This is an optimization exercise on Yosys and OpenROAD, whose aim is small area, not a production implementation. In this exercise RTL edits were held to simulation tests only and were not proved equivalent to the original. Power is estimated from default activity; no workload was simulated.

Setup of run 1:
## risc_cpu
module risc_cpu (
    input         clk, reset,
    output [31:0] PC,
    input  [31:0] Instr,
    output        MemWrite,
    output [31:0] Mem_WrAddr, Mem_WrData,
    input  [31:0] ReadData
);
Size in the first run: about 160 I/O pins, roughly 47000 um^2 of cells after synthesis.
export LEC_CHECK = 0
export CAP_MARGIN = 20
export CELL_PAD_IN_SITES_DETAIL_PLACEMENT = 1
export CELL_PAD_IN_SITES_GLOBAL_PLACEMENT = 1
export CORE_AREA = 2.5 2.5 342.5 342.5
export DIE_AREA = 0 0 345 345
export GPL_TIMING_DRIVEN = 0
export SETUP_SLACK_MARGIN = 0.1
export SLEW_MARGIN = 20
export SYNTH_HIERARCHICAL = 1
create_clock -name core_clock -period 20.0 [get_ports {clk}]
standard.sh (not shown) runs the stock make flow with config.mk's settings and CLKGATE_MAP_FILE= SYNTH_SCRIPT=/design/flow/synth_recipe.tcl, a recipe that flattens the netlist after the stock synthesis.
==> flow/flow/run.sh <==
#!/bin/bash
# Own flow: the standard layout (standard.sh) with
#  - the synthesised cells taken down to drive strength 1 after the
#    floorplan (the later repair steps size up what timing, slew and
#    capacitance need),
#  - drive-strength-1 port buffers,
#  - a clock tree of clkbuf_8 with larger sink clusters and no dummy loads.
# Each step's full output goes to a log file of its own here.
set -euo pipefail
HERE=$(pwd)
KNOBS=(
  "POST_FLOORPLAN_TCL=$HERE/flow/downsize_hook.tcl"
  "BUFFER_PORTS_ARGS=-buffer_cell sky130_fd_sc_hd__buf_1"
  "CTS_ARGS=-sink_clustering_enable -repair_clock_nets -dont_use_dummy_load -buf_list sky130_fd_sc_hd__clkbuf_8 -sink_clustering_size 14 -sink_clustering_max_diameter 80"
)
bash standard.sh synth > synth.log 2>&1
bash standard.sh "${KNOBS[@]}" floorplan > floorplan.log 2>&1
bash standard.sh "${KNOBS[@]}" place > place.log 2>&1
bash standard.sh "${KNOBS[@]}" cts > cts.log 2>&1
bash standard.sh "${KNOBS[@]}" finish > finish.log 2>&1
==> flow/flow/downsize_hook.tcl <==
# POST_FLOORPLAN hook: swap every cell for the drive-strength-1 cell of its
# kind; the later repair steps size up what timing, slew and capacitance need.
set db [ord::get_db]
set n 0
foreach inst [[ord::get_db_block] getInsts] {
  set name [[$inst getMaster] getName]
  if {[regexp {^(sky130_fd_sc_hd__[a-z0-9]+)_([0-9]+)$} $name -> base drv] && $drv > 1} {
    set m [$db findMaster ${base}_1]
    if {$m != "NULL"} {
      $inst swapMaster $m
      incr n
    }
  }
}
puts "downsized $n cells"
Changes in run 2 relative to run 1:
-- flow/flow/run.sh --
<<< run 1, line 6
#  - drive-strength-1 port buffers,
#  - a clock tree of clkbuf_8 with larger sink clusters and no dummy loads.
>>> run 2, line 6
#  - drive-strength-1 port buffers,
#  - only small buffers for the repairs after placement and global routing,
#  - a clock tree of clkbuf_8 with larger sink clusters and no dummy loads.
<<< run 1, line 13
  "BUFFER_PORTS_ARGS=-buffer_cell sky130_fd_sc_hd__buf_1"
  "CTS_ARGS=-sink_clustering_enable -repair_clock_nets -dont_use_dummy_load -buf_list sky130_fd_sc_hd__clkbuf_8 -sink_clustering_size 14 -sink_clustering_max_diameter 80"
>>> run 2, line 14
  "BUFFER_PORTS_ARGS=-buffer_cell sky130_fd_sc_hd__buf_1"
  "PRE_RESIZE_TCL=$HERE/flow/resize_hook.tcl"
  "PRE_GLOBAL_ROUTE_TCL=$HERE/flow/resize_hook.tcl"
  "CTS_ARGS=-sink_clustering_enable -repair_clock_nets -dont_use_dummy_load -buf_list sky130_fd_sc_hd__clkbuf_8 -sink_clustering_size 14 -sink_clustering_max_diameter 80"
==> flow/flow/resize_hook.tcl (new file) <==
# PRE_RESIZE and PRE_GLOBAL_ROUTE hook: the repairs may use only
# small buffers (a chain of small buffers takes less area than the large
# buffers it otherwise picks); the drivers themselves may still be sized up.
set_dont_use [get_lib_cells {sky130_fd_sc_hd__buf_4 sky130_fd_sc_hd__buf_6 sky130_fd_sc_hd__buf_8 sky130_fd_sc_hd__buf_12 sky130_fd_sc_hd__buf_16 sky130_fd_sc_hd__bufbuf_8 sky130_fd_sc_hd__bufbuf_16 sky130_fd_sc_hd__clkbuf_4 sky130_fd_sc_hd__clkbuf_8 sky130_fd_sc_hd__clkbuf_16 sky130_fd_sc_hd__dlygate* sky130_fd_sc_hd__dlymetal* sky130_fd_sc_hd__clkdly*}]
-- flow/config.mk --
<<< run 1, line 10
export CELL_PAD_IN_SITES_GLOBAL_PLACEMENT = 1
export CORE_AREA = 2.5 2.5 342.5 342.5
export DIE_AREA = 0 0 345 345
export GPL_TIMING_DRIVEN = 0
>>> run 2, line 10
export CELL_PAD_IN_SITES_GLOBAL_PLACEMENT = 1
export CORE_AREA = 2.5 2.5 367.5 367.5
export DIE_AREA = 0 0 370 370
export GPL_TIMING_DRIVEN = 0
--- outcome ---
- Growth of design area from synthesis to finish on run 2 is down relative to run 1.
- Relative to run 1, the proportion of power drawn by combinational gates of run 2 is lower by 0.6 points.
- [compare] base=run 1 new=run 2: post-synthesis instance area flat; antenna diode instance count flat; worst vdd rail ir drop up 19%.
- The sequential share of power of run 2 is higher than that of run 1.
- Looking at run 2 and run 1, the via count is a wash.
- [run 2] routed wirelength normalized by instance count fell 1.3 um relative to run 1
- Run 2 — met3 track utilization from global routing 2.8 points lower, run 1 as reference
- Going from run 1 to run 2, total non-filler cell area in the finished layout fell about 0.5%; worst hold slack saw an increase.
Input changes introduced in run 3 (baseline for comparison: run 2):
-- flow/flow/run.sh --
<<< run 2, line 6
#  - drive-strength-1 port buffers,
#  - only small buffers for the repairs after placement and global routing,
#  - a clock tree of clkbuf_8 with larger sink clusters and no dummy loads.
>>> run 3, line 6
#  - drive-strength-1 port buffers,
#  - a clock tree of clkbuf_8 with larger sink clusters and no dummy loads.
<<< run 2, line 14
  "BUFFER_PORTS_ARGS=-buffer_cell sky130_fd_sc_hd__buf_1"
  "PRE_RESIZE_TCL=$HERE/flow/resize_hook.tcl"
  "PRE_GLOBAL_ROUTE_TCL=$HERE/flow/resize_hook.tcl"
  "CTS_ARGS=-sink_clustering_enable -repair_clock_nets -dont_use_dummy_load -buf_list sky130_fd_sc_hd__clkbuf_8 -sink_clustering_size 14 -sink_clustering_max_diameter 80"
)
>>> run 3, line 13
  "BUFFER_PORTS_ARGS=-buffer_cell sky130_fd_sc_hd__buf_1"
  "CTS_ARGS=-sink_clustering_enable -repair_clock_nets -dont_use_dummy_load -buf_list sky130_fd_sc_hd__clkbuf_8 -sink_clustering_size 12 -sink_clustering_max_diameter 80"
)
removed: flow/flow/resize_hook.tcl
Findings:
- Run 3 ends up with a power in combinational cells that is about 2% higher than in run 2.
- Of run 3 and run 2, the lower minimum setup slack in the final design belongs to run 2.
- Run 3: all stages complete, timing, DRC and antenna checks passed
- Between run 3 and run 2, the wire length figures differ only marginally.

## afterwards: timing with drivers on the ports
How much do the figures lean on ideal ports? The routed layouts below were timed once more, with nothing changed but the port constraints. Step 1 assumes that a clkbuf_16 drives the clock port and a buf_2 every other input. Step 2 moves the port delays by t, midway between the first and last clock arrival at a register: inputs arrive t later, outputs are due t later. That takes back most of the time a late clock gives input paths. Three values: ideal ports, drivers, drivers and shift; two values: the first two.
run	t, ns	slack for setup (ns)	worst setup path after step 2
run 1	0.815	0.367 / 0.337 / 0.337	input to output
run 2	0.865	0.702 / 0.672 / 0.672	input to output
run 3	0.868	0.733 / 0.703 / 0.703	input to output
After both steps every run listed still meets setup and hold.
